This is an optimization exercise on Yosys and OpenROAD, whose aim is small area, a short achievable clock period and few clock cycles, not a production implementation. The RTL was checked by simulation tests, not by an equivalence proof against the original design. No activity file was given, so power comes from the tool's default toggle rates.

--- flow/config.mk ---
export PLATFORM = sky130hd
export DESIGN_NAME = cpu_v32_5
export DESIGN_NICKNAME = cpu_v32_5
export VERILOG_FILES = /design/flow/design.v
export SDC_FILE = /design/flow/constraint.sdc
export NUM_CORES = 4
export LEC_CHECK = 0
export CAP_MARGIN = 40
export CORE_MARGIN = 2
export CORE_UTILIZATION = 32
export PLACE_DENSITY = 0.5
export SLEW_MARGIN = 30
--- flow/constraint.sdc ---
create_clock -name core_clock -period 70.0 [get_ports {wire_clock}]
set_input_delay 14.0000 -clock core_clock [delete_from_list [all_inputs] [get_ports {wire_clock}]]
set_output_delay 14.0000 -clock core_clock [all_outputs]
set_load 0.01 [all_outputs]
--- flow/design.v ---
module alu_v32_5(wire_clock, wire_reset, enable_alu, m2, m3, m4, opCode, FR_out,
                 useCarry, flagToShifthAndRot, dec, fr_load, fr_value);
   input  wire         wire_clock;
   input  wire         wire_reset;
   input  wire         enable_alu;
   output reg  [31:0]  m2;
   input  wire [31:0]  m3;
   input  wire [31:0]  m4;
   input  wire [5:0]   opCode;
   output reg  [15:0]  FR_out;
   input  wire         useCarry;
   input  wire [2:0]   flagToShifthAndRot;
   input  wire         dec;
   input  wire         fr_load;
   input  wire [15:0]  fr_value;
   wire        cin = useCarry & FR_out[11];
   wire [63:0] add_t = {32'h0, m3} + {32'h0, m4} + {63'h0, cin};
   wire [31:0] addInv = -m4;
   wire [63:0] sub_t = {32'h0, m3} + {32'h0, addInv} + {63'h0, cin};
   wire [31:0] sub_ref = m3 + {31'h0, cin};
   wire        sub_neg = (m4 > sub_ref);
   wire [63:0] mul_t = {32'h0, m3} * {32'h0, m4};
   wire        dz = (m4 == 32'h0);
   wire [31:0] div_q = m3 / m4;
   wire [31:0] div_r = m3 % m4;
   wire [31:0] div_res = dz ? m2 : div_q;
   wire [31:0] mod_res = dz ? m2 : div_r;
   wire [31:0] n = m4;
   reg  [31:0] sh_res;
   always @(*) begin
      casez (flagToShifthAndRot)
        3'b10?:  sh_res = ((m3 << n) & 32'h0000ffff) | (m3 >> (32'h0000000f - n));
        3'b11?:  sh_res = ((m3 >> (32'h00000010 - n)) | (m3 << n)) & 32'h0000ffff;
        3'b00?:  sh_res = m3 << n;
        default: sh_res = m3 >> n;
      endcase
   end
   always @(posedge wire_clock) begin
      if (wire_reset) begin
         m2     <= 32'h0;
         FR_out <= 16'h0;
      end else if (fr_load) begin
         FR_out <= fr_value;
      end else if (enable_alu) begin
         case (opCode)
           6'b100000: begin  
              m2         <= {16'h0, add_t[15:0]};
              FR_out[11] <= (add_t > 64'h000000000000ffff);
              FR_out[12] <= (add_t[15:0] == 16'h0);
           end
           6'b100001: begin  
              m2         <= sub_neg ? 32'h0 : {16'h0, sub_t[15:0]};
              FR_out[6]  <= sub_neg;
              FR_out[12] <= (sub_t[15:0] == 16'h0);
           end
           6'b100010: begin  
              m2         <= {16'h0, mul_t[15:0]};
              FR_out[10] <= (mul_t > 64'h000000000000ffff);
              FR_out[12] <= (mul_t[15:0] == 16'h0);
           end
           6'b100011: begin  
              m2         <= div_res;
              FR_out[9]  <= dz;
              FR_out[12] <= (div_res == 32'h0);
           end
           6'b100101: begin  
              m2         <= mod_res;
              FR_out[9]  <= dz;
              FR_out[12] <= (mod_res == 32'h0);
           end
           6'b100100: begin  
              m2 <= dec ? (m3 - 32'h1) : (m3 + 32'h1);
           end
           6'b010110: begin  
              if (m3 == m4)     FR_out[15:13] <= 3'b001;
              else if (m3 < m4) FR_out[15:13] <= 3'b010;
              else              FR_out[15:13] <= 3'b100;
           end
           6'b010010: begin  
              m2         <= m3 & m4;
              FR_out[12] <= ((m3 & m4) == 32'h0);
           end
           6'b010011: begin  
              m2         <= m3 | m4;
              FR_out[12] <= ((m3 | m4) == 32'h0);
           end
           6'b010100: begin  
              m2         <= m3 ^ m4;
              FR_out[12] <= ((m3 ^ m4) == 32'h0);
           end
           6'b010101: begin  
              m2         <= ~m3;
              FR_out[12] <= (~m3 == 32'h0);
           end
           6'b010000: begin  
              m2 <= sh_res;
           end
           default: ;
         endcase
      end
   end
endmodule
module control_unit_v(wire_clock, wire_reset, bus_RAM_DATA_IN, bus_RAM_DATA_OUT,
                      bus_RAM_ADDRESS, wire_RW, bus_keyboard, videoflag, bus_vga_pos,
                      bus_vga_char, enable_alu, FR_in_at_control, opcode, useCarry,
                      flagToShifthAndRot, useDec, m2, m3, m4, fr_load, fr_value);
   input  wire         wire_clock;
   input  wire         wire_reset;
   input  wire [31:0]  bus_RAM_DATA_IN;
   output reg  [31:0]  bus_RAM_DATA_OUT;
   output reg  [31:0]  bus_RAM_ADDRESS;
   output reg          wire_RW;
   input  wire [7:0]   bus_keyboard;
   output reg          videoflag;
   output reg  [15:0]  bus_vga_pos;
   output reg  [15:0]  bus_vga_char;
   output reg          enable_alu;
   input  wire [15:0]  FR_in_at_control;
   output reg  [5:0]   opcode;
   output reg          useCarry;
   output reg  [2:0]   flagToShifthAndRot;
   output reg          useDec;
   input  wire [31:0]  m2;
   output reg  [31:0]  m3;
   output reg  [31:0]  m4;
   output wire         fr_load;
   output wire [15:0]  fr_value;
   reg [7:0]   stage;
   reg         processing_instruction;
   reg [15:0]  IR;
   reg [15:0]  PC;
   reg [31:0]  Rn [0:7];
   reg [15:0]  END;
   reg [15:0]  SP;
   wire [15:0] FR = FR_in_at_control;
   wire [2:0]  rd = IR[9:7];
   wire [2:0]  rs = IR[6:4];
   wire [2:0]  rt = IR[3:1];
   reg cond;
   always @(*) begin
      case (IR[9:6])
        4'b0000: cond = 1'b1;
        4'b0001: cond = FR[13];
        4'b0010: cond = ~FR[13];
        4'b0011: cond = FR[12];
        4'b0100: cond = ~FR[12];
        4'b0101: cond = FR[11];
        4'b0110: cond = ~FR[11];
        4'b0111: cond = FR[15];
        4'b1000: cond = FR[14];
        4'b1001: cond = FR[15] | FR[13];
        4'b1010: cond = FR[14] | FR[13];
        4'b1011: cond = FR[10];
        4'b1100: cond = ~FR[10];
        4'b1101: cond = FR[6];
        4'b1110: cond = FR[9];
        default: cond = 1'b0;
      endcase
   end
   assign fr_load  = processing_instruction && (IR[15:10] == 6'b000110) && IR[6] && (stage == 8'h03);
   assign fr_value = bus_RAM_DATA_IN[15:0];
   wire [15:0] jmp_target = bus_RAM_DATA_IN[15:0] - 16'h0001;
   always @(posedge wire_clock) begin
      if (!wire_reset && processing_instruction) begin
         casez (IR[15:10])
           6'b110000: if (stage == 8'h04) Rn[rd] <= bus_RAM_DATA_IN;             
           6'b111100: if (stage == 8'h02) Rn[rd] <= bus_RAM_DATA_IN;             
           6'b111000: if (stage == 8'h02) Rn[rd] <= bus_RAM_DATA_IN;             
           6'b110011: if (stage == 8'h01) begin                                   
                         if (IR[0] == 1'b0)      Rn[rd] <= Rn[rs];
                         else if (IR[1] == 1'b0) Rn[rd] <= {16'h0, SP};
                      end
           6'b110101: if (stage == 8'h01) Rn[rd] <= {24'h0, bus_keyboard};      
           6'b000110: if (stage == 8'h03 && !IR[6]) Rn[rd] <= bus_RAM_DATA_IN;   
           6'b100000, 6'b100001, 6'b100010, 6'b100011, 6'b100101, 6'b100100,
           6'b010010, 6'b010011, 6'b010100, 6'b010101, 6'b010000:
                      if (stage == 8'h06) Rn[rd] <= m2;                           
           default: ;
         endcase
      end
   end
   always @(posedge wire_clock) begin
      if (wire_reset) begin
         stage                  <= 8'h01;
         processing_instruction <= 1'b0;
         PC                     <= 16'h0000;
         SP                     <= 16'h7ffc;
         bus_RAM_ADDRESS        <= 32'h0;
         wire_RW                <= 1'b0;
         videoflag              <= 1'b0;
         enable_alu             <= 1'b0;
      end else begin
         stage      <= stage + 8'h01;
         enable_alu <= 1'b0;
         if (!processing_instruction) begin
            case (stage)
              8'h01: bus_RAM_ADDRESS <= {16'h0, PC};
              8'h02: begin
                 IR                     <= bus_RAM_DATA_IN[15:0];
                 PC                     <= PC + 16'h0001;
                 processing_instruction <= 1'b1;
                 stage                  <= 8'h01;
              end
              default: ;
            endcase
         end else begin
            casez (IR[15:10])
              6'b110000: begin  
                 case (stage)
                   8'h01: bus_RAM_ADDRESS <= {16'h0, PC};
                   8'h02: END <= bus_RAM_DATA_IN[15:0];
                   8'h03: bus_RAM_ADDRESS <= {16'h0, END};
                   8'h04: begin
                      PC <= PC + 16'h0001;
                      processing_instruction <= 1'b0;
                      stage <= 8'h01;
                   end
                   default: ;
                 endcase
              end
              6'b110001: begin  
                 case (stage)
                   8'h01: bus_RAM_ADDRESS <= {16'h0, PC};
                   8'h02: END <= bus_RAM_DATA_IN[15:0];
                   8'h03: bus_RAM_ADDRESS <= {16'h0, END};
                   8'h04: begin
                      wire_RW <= 1'b1;
                      bus_RAM_DATA_OUT <= Rn[rd];
                   end
                   8'h05: begin
                      PC <= PC + 16'h0001;
                      wire_RW <= 1'b0;
                      processing_instruction <= 1'b0;
                      stage <= 8'h01;
                   end
                   default: ;
                 endcase
              end
              6'b111101: begin  
                 case (stage)
                   8'h01: bus_RAM_ADDRESS <= Rn[rd];
                   8'h02: begin
                      wire_RW <= 1'b1;
                      bus_RAM_DATA_OUT <= Rn[rs];
                   end
                   8'h03: begin
                      wire_RW <= 1'b0;
                      processing_instruction <= 1'b0;
                      stage <= 8'h01;
                   end
                   default: ;
                 endcase
              end
              6'b111100: begin  
                 case (stage)
                   8'h01: bus_RAM_ADDRESS <= Rn[rs];
                   8'h02: begin
                      processing_instruction <= 1'b0;
                      stage <= 8'h01;
                   end
                   default: ;
                 endcase
              end
              6'b111000: begin  
                 case (stage)
                   8'h01: bus_RAM_ADDRESS <= {16'h0, PC};
                   8'h02: begin
                      PC <= PC + 16'h0001;
                      processing_instruction <= 1'b0;
                      stage <= 8'h01;
                   end
                   default: ;
                 endcase
              end
              6'b110011: begin  
                 case (stage)
                   8'h01: if (IR[1:0] == 2'b11) SP <= Rn[rd][15:0];
                   8'h02: begin
                      processing_instruction <= 1'b0;
                      stage <= 8'h01;
                   end
                   default: ;
                 endcase
              end
              6'b110010: begin  
                 case (stage)
                   8'h01: begin
                      bus_vga_pos  <= Rn[rs][15:0];
                      bus_vga_char <= Rn[rd][15:0];
                   end
                   8'h02: begin
                      if (bus_vga_char[11:8] == 4'h0)
                        bus_vga_char <= Rn[rd][15:0] + 16'h0f00;
                      else if (bus_vga_char[11:8] == 4'hf)
                        bus_vga_char <= Rn[rd][15:0] - 16'h0f00;
                   end
                   8'h03: videoflag <= 1'b1;
                   8'h04: videoflag <= 1'b0;
                   8'h90: begin
                      processing_instruction <= 1'b0;
                      stage <= 8'h01;
                   end
                   default: ;
                 endcase
              end
              6'b110101: begin  
                 if (stage == 8'h02) begin
                    processing_instruction <= 1'b0;
                    stage <= 8'h01;
                 end
              end
              6'b000101: begin  
                 case (stage)
                   8'h01: bus_RAM_ADDRESS <= {16'h0, SP};
                   8'h02: begin
                      wire_RW <= 1'b1;
                      bus_RAM_DATA_OUT <= IR[6] ? {16'h0, FR} : Rn[rd];
                   end
                   8'h03: begin
                      wire_RW <= 1'b0;
                      SP <= SP - 16'h0001;
                      processing_instruction <= 1'b0;
                      stage <= 8'h01;
                   end
                   default: ;
                 endcase
              end
              6'b000110: begin  
                 case (stage)
                   8'h01: SP <= SP + 16'h0001;
                   8'h02: bus_RAM_ADDRESS <= {16'h0, SP};
                   8'h06: begin
                      processing_instruction <= 1'b0;
                      stage <= 8'h01;
                   end
                   default: ;
                 endcase
              end
              6'b000100: begin  
                 case (stage)
                   8'h01: SP <= SP + 16'h0001;
                   8'h02: bus_RAM_ADDRESS <= {16'h0, SP};
                   8'h03: PC <= bus_RAM_DATA_IN[15:0];
                   8'h04: begin
                      PC <= PC + 16'h0001;
                      processing_instruction <= 1'b0;
                      stage <= 8'h01;
                   end
                   default: ;
                 endcase
              end
              6'b100000, 6'b100001, 6'b100010, 6'b100011, 6'b100101,
              6'b010010, 6'b010011, 6'b010100: begin  
                 case (stage)
                   8'h01: begin
                      m3         <= Rn[rs];
                      m4         <= Rn[rt];
                      useCarry   <= IR[0];
                      opcode     <= IR[15:10];
                      enable_alu <= 1'b1;
                   end
                   8'h06: begin
                      processing_instruction <= 1'b0;
                      stage <= 8'h01;
                   end
                   default: ;
                 endcase
              end
              6'b100100: begin  
                 case (stage)
                   8'h01: begin
                      m3         <= Rn[rd];
                      useDec     <= IR[6];
                      opcode     <= IR[15:10];
                      enable_alu <= 1'b1;
                   end
                   8'h06: begin
                      processing_instruction <= 1'b0;
                      stage <= 8'h01;
                   end
                   default: ;
                 endcase
              end
              6'b010110: begin  
                 case (stage)
                   8'h01: begin
                      m3         <= Rn[rd];
                      m4         <= Rn[rs];
                      opcode     <= IR[15:10];
                      enable_alu <= 1'b1;
                   end
                   8'h06: begin
                      processing_instruction <= 1'b0;
                      stage <= 8'h01;
                   end
                   default: ;
                 endcase
              end
              6'b010101: begin  
                 case (stage)
                   8'h01: begin
                      m3         <= Rn[rs];
                      opcode     <= IR[15:10];
                      enable_alu <= 1'b1;
                   end
                   8'h06: begin
                      processing_instruction <= 1'b0;
                      stage <= 8'h01;
                   end
                   default: ;
                 endcase
              end
              6'b010000: begin  
                 case (stage)
                   8'h01: begin
                      m3                 <= Rn[rd];
                      m4                 <= {28'h0, IR[3:0]};
                      opcode             <= IR[15:10];
                      flagToShifthAndRot <= IR[6:4];
                      enable_alu         <= 1'b1;
                   end
                   8'h06: begin
                      processing_instruction <= 1'b0;
                      stage <= 8'h01;
                   end
                   default: ;
                 endcase
              end
              6'b000010: begin  
                 case (stage)
                   8'h01: bus_RAM_ADDRESS <= {16'h0, PC};
                   8'h02: if (cond) PC <= jmp_target;
                   8'h03: PC <= PC + 16'h0001;
                   8'h04: begin
                      processing_instruction <= 1'b0;
                      stage <= 8'h01;
                   end
                   default: ;
                 endcase
              end
              6'b000011: begin  
                 case (stage)
                   8'h01: bus_RAM_ADDRESS <= {16'h0, SP};
                   8'h02: begin
                      wire_RW <= 1'b1;
                      bus_RAM_DATA_OUT <= {16'h0, PC};
                   end
                   8'h03: wire_RW <= 1'b0;
                   8'h04: bus_RAM_ADDRESS <= {16'h0, PC};
                   8'h05: if (cond) begin
                      PC <= jmp_target;
                      SP <= SP - 16'h0001;
                   end
                   8'h06: PC <= PC + 16'h0001;
                   8'h07: begin
                      processing_instruction <= 1'b0;
                      stage <= 8'h01;
                   end
                   default: ;
                 endcase
              end
              default: begin  
                 if (stage == 8'h03) begin
                    processing_instruction <= 1'b0;
                    stage <= 8'h01;
                 end
              end
            endcase
         end
      end
   end
endmodule
module  cpu_v32_5(wire_clock, wire_reset, bus_RAM_DATA_IN, bus_RAM_DATA_OUT, bus_RAM_ADDRESS,
                  wire_RW, bus_keyboard, videoflag, bus_vga_pos, bus_vga_char);
   input  wire         wire_clock;
   input  wire         wire_reset;
   input  wire [31:0]  bus_RAM_DATA_IN;
   output wire [31:0]  bus_RAM_DATA_OUT;
   output wire [31:0]  bus_RAM_ADDRESS;
   output wire         wire_RW;
   input  wire [7:0]   bus_keyboard;
   output wire         videoflag;
   output wire [15:0]  bus_vga_pos;
   output wire [15:0]  bus_vga_char;
   wire [31:0]         m2;
   wire [31:0]         m3;
   wire [31:0]         m4;
   wire                enable_alu;
   wire [5:0]          opCode;
   wire                useCarry;
   wire                useDec;
   wire [15:0]         FR_in_at_control;
   wire [2:0]          flagToShifthAndRot;
   wire                fr_load;
   wire [15:0]         fr_value;
   alu_v32_5 alu_v_dut(wire_clock, wire_reset, enable_alu, m2, m3, m4, opCode, FR_in_at_control,
                       useCarry, flagToShifthAndRot, useDec, fr_load, fr_value);
   control_unit_v control_v_dut(wire_clock, wire_reset, bus_RAM_DATA_IN, bus_RAM_DATA_OUT,
                                bus_RAM_ADDRESS, wire_RW, bus_keyboard, videoflag, bus_vga_pos,
                                bus_vga_char, enable_alu, FR_in_at_control, opCode, useCarry,
                                flagToShifthAndRot, useDec, m2, m3, m4, fr_load, fr_value);
endmodule
--- flow/run.sh ---
#!/bin/bash
# synth_recipe.tcl (not shown) runs the flow's synth.tcl, then flattens the netlist and writes it again
# the make line also repeats each setting of config.mk as NAME=value (left out here)
make -C /OpenROAD-flow-scripts/flow DESIGN_CONFIG=/design/flow/config.mk WORK_HOME=/design/flow/orfs CLKGATE_MAP_FILE= SYNTH_SCRIPT=/design/flow/synth_recipe.tcl finish
==> notes.md <==
-- stage by stage --
step                std cells  power (uW)  cell area [um^2]
CTS                     18500        1410            124000
detailed placement      18400        1070            121000
finish                  18600        1420            126000
global route            18600        1490            126000
global placement        18300        1070            121000
floorplan               13400         811            108000
-- kinds of logic after synthesis --
group | after synthesis | synth area share
and+or+nand+nor | 4528 | 0.187
DFF | 559 | 0.143
xor gates and xnor gates | 590 | 0.0478
muxes | 474 | 0.0698
AOI/OAI and AO/OA | 3246 | 0.197
adders and majority gates | 1908 | 0.284
buffers and inverters | 2056 | 0.0718
-- power by group through the flow --
stage | combinational, uW | sequential [uW] | clock (uW)
2_1_floorplan | 440 | 371 | 0
3_3_place_gp | 693 | 379 | 0
3_5_place_dp | 695 | 379 | 0
4_1_cts | 702 | 372 | 334
5_1_grt | 778 | 372 | 344
6_report | 718 | 372 | 330
-- cells in the mapped netlist (all sizes together) (33+ instances only) --
cell / count
and3: 104
mux2i: 206
dfxtp: 133
inv: 1276
and2: 84
a2111oi: 54
nor2b: 79
a21oi: 873
a21o: 217
nor2: 1390
a211o: 51
nor3: 318
edfxtp: 426
o21ai: 630
mux4: 219
o21a: 163
a221oi: 62
xor2: 195
nand3: 276
o221ai: 53
nand2b: 86
a22oi: 87
xnor2: 395
fa: 910
o211ai: 119
nand4: 123
o22ai: 136
o2111ai: 48
o31ai: 62
buf: 200
a21boi: 33
or3: 86
nor4: 102
a211oi: 125
or2: 66
mux2: 49
clkbuf: 561
nand2: 1693
o21bai: 78
ha: 998
a31oi: 137
-- layout make-up --
cell class | count | area (um^2)
fillers | 35000 | 210000
repair buffers | 1367 | 11000
clock buffers | 71 | 1510
well taps | 4515 | 5650
multi-input cells | 10700 | 87200
inverters | 1295 | 4870
diodes | 19 | 47.5
flip-flops and latches | 559 | 15500
clock inverters | 37 | 484
-- sequential cells by signal (all words and copies together), names as in the netlist, 2 cells and up, named ones only --
register	cells
alu_v_dut.FR_out	16
alu_v_dut.m2	32
control_v_dut.END	16
control_v_dut.IR	16
control_v_dut.PC	16
control_v_dut.Rn	256
control_v_dut.SP	16
control_v_dut.bus_RAM_ADDRESS	32
control_v_dut.bus_RAM_DATA_OUT	32
control_v_dut.bus_vga_char	16
control_v_dut.bus_vga_pos	16
control_v_dut.flagToShifthAndRot	2
control_v_dut.m3	32
control_v_dut.m4	32
control_v_dut.opcode	6
control_v_dut.stage	8
-- path summary, 6_finish.rpt --
path / end / slack, ns
worst max-delay path: alu_v_dut.FR_out[12] / 2.39
worst min-delay path: control_v_dut.flagToShifthAndRot[1] / 0.45
worst max register to register: alu_v_dut.FR_out[12] / 2.39
worst min register to register: control_v_dut.flagToShifthAndRot[1] / 0.45
-- worst max-delay path, delay by kind of cell, from the launching register on --
family / cells / cell delay [ns]
AOI/OAI and AO/OA: 156 / 34.54
and+or+nand+nor: 75 / 15.16
adders and majority gates: 31 / 9.07
buffers and inverters: 37 / 6.03
muxes: 6 / 1.48
xor gates and xnor gates: 2 / 0.61
DFF: 1 / 0.53
-- per-layer routing --
layer	vias up	part of all wire	global-route usage
li1	48400	-	-
met1	55700	0.41	0.436
met2	5958	0.43	0.503
met3	1146	0.098	0.0622
met4	12	0.057	0.150
met5	-	0.00021	0
-- timing repair --
item | CTS | global route
pin swaps | 15 | 90
hold endpoints to repair | 0 | 0
resized for setup | 79 | 314
setup endpoints to repair | 33 | 33
setup buffers | 17 | 97
hold buffers | 0 | 0
gates cloned | 1 | 3
==> key figures <==
Run status
  – Result of the run: timing/DRC/antenna clean

Global route
  – Overall track demand over capacity in global routing: 0.325
  – Remaining global-route overflow: 0
  – Via count of the first global-routing pass: 107k
  – Initial antenna violation count: 38
  – Pin count of the biggest net entering global routing: 69
  – Wire length of the first global-routing pass: 803,000 um

Synth
  – Predominant post-synthesis flop cell: sky130_fd_sc_hd__edfxtp_1
  – Top-area cell type share of the netlist area: 0.168
  – Cell area after synthesis: 108,000 um^2
  – Gate count of the mapped netlist: 13.4k
  – Async set or reset register ratio after synthesis: 0
  – Cell taking the most area after synthesis: sky130_fd_sc_hd__fa_1
  – Number of synthesized flops with an enable pin: 426
  – Yosys cell types: 113
  – Yosys reg bits: 559
  – Seq/Total Area, Yosys: 0.143
  – Avg Cell Area, Syn: 8.10 um^2
  – Number of nets in the synthesized netlist: 15.3k
  – Yosys warnings: 2
  – Cell types occupying the most area after synthesis: sky130_fd_sc_hd__fa_1 (17%), sky130_fd_sc_hd__edfxtp_1 (12%), sky130_fd_sc_hd__ha_1 (12%)

Power
  – Pwr Density: 11.2 nW/um^2
  – Logic pwr share: 0.506
  – Design internal power: 804 uW
  – Part of the total power dissipated in sequential elements: 0.262
  – Peak ir drop on the vdd network: 0.0312 mV
  – Net switching fraction of the power: 0.433
  – Clk pwr share: 0.233
  – Switching pwr: 615 uW
  – Leak: 0.0548 uW

Floorplan
  – Die boundary height: 585 um
  – Count of standard-cell rows: 213
  – Core area: 337,000 um^2
  – Num ports: 140
  – Initial core utilization: 0.321
  – Area of the die: 343,000 um^2
  – Chip Width: 585 um

Place
  – Hpwl dp: 442,000 um
  – I/O Buffers: 139
  – GPL Wtd Cong: 1.04
  – Pre-CTS setup slack: -3.75 ns

Clock tree
  – TritonCTS sink count: 559
  – Clock latency of the later-clocked register in the worst-skew pair: 0.71 ns
  – Number of buffers created by CTS: 57
  – CTS Root Buffer Type: sky130_fd_sc_hd__clkbuf_16
  – Buffer levels on the longest clock path: 3
  – H-tree levels: 2
  – Register clock-pin slew on the reported worst setup and hold paths: 0.07 ns
  – CTS tree: done

Timing
  – Min Clock Period, post-route: 67.61 ns
  – Hold slack: 0.453 ns
  – Setup WS post-layout: 2.39 ns
  – Number of hold violations in the final report: 0
  – Worst rel slew slack: 0.260
  – Achievable Freq: 14.8 MHz
  – Worst Skew: 0.102 ns
  – Final slew viol count: 0
  – Slew at the pin closest to its max-slew limit: 1.10 ns
  – Final worst path period share: 0.966
  – Finish-stage setup viols: 0
  – Total negative setup slack: 0 ns

Worst hold path
  – Worst Hold Launch: control_v_dut.IR[5]
  – Min-delay worst type: flop to flop
  – Worst Hold Path Cells: 0

Detailed routing
  – Post-route ant nets: 0
  – Final wirelength: 572,000 um
  – DRC errors left: 0
  – Initial drt markers: 12.9k
  – Via total after detailed routing: 111k
  – Count of TritonRoute iterations in the first routing pass: 8
  – Routed wire per std cell: 30.8 um
  – Vias per Instance: 5.97

Critical path
  – Cell type with the highest occurrence count on the critical path: sky130_fd_sc_hd__ha_1
  – Max incr delay on CP: 0.72 ns
  – Critical Path Start: control_v_dut.m4[2]
  – Required time reported for the critical path endpoint: 70.62 ns
  – Data arrival at the endpoint of the critical path: 68.24 ns
  – Type of the worst setup path: flop to flop
  – RR Startpoint: control_v_dut.m4[2]
  – Type of origin of the critical path: flop
  – Critical Path End Type: flop
  – Cell depth of the worst flop-to-flop path: 307
  – Slowest CP cell: sky130_fd_sc_hd__a311oi_1
  – Worst-path maximum fanout: 20

Layout
  – Final design utilization: 0.375
  – Net count of the finished layout: 16.0k
  – Fraction of layout instances using a drive strength above 1: 0.151
  – Most frequent standard cell in the layout excluding fill and tap cells: sky130_fd_sc_hd__nand2_1
  – Synthesis-to-layout area growth: 16.7%
  – Most frequent cells in the layout: sky130_fd_sc_hd__nand2_1 (1,680), sky130_fd_sc_hd__nor2_1 (1,364), sky130_fd_sc_hd__inv_1 (1,249), sky130_fd_sc_hd__buf_4 (1,154), sky130_fd_sc_hd__ha_1 (982)

Flow run
  – Number of violations of the max-capacitance limit: 0
Testbench counts, summed over its fixed seeds: cycles 320,860.

separate check: timing with driven ports:
In the flow no input, the clock included, has a driving cell. The finished layout below was timed again as built, in two steps. Step 1 assumes that a clkbuf_16 drives the clock port and a buf_2 every other input. Step 2 times the ports against the registers' clock, not the clock port: input delays grow and output delays shrink by t, the midpoint of the rising clock arrivals with the driver on. Three values: no drivers, after step 1, after step 2; two values: the first two.
shift t [ns]: 0.722
slack for setup (ns): 2.387 / 2.387 / 2.387
pins driven straight from the clock port: 1
After both steps setup and hold are still met in this run. The setup slack of this run moves by 0.000 ns with the drivers and by 0.000 ns with both steps.
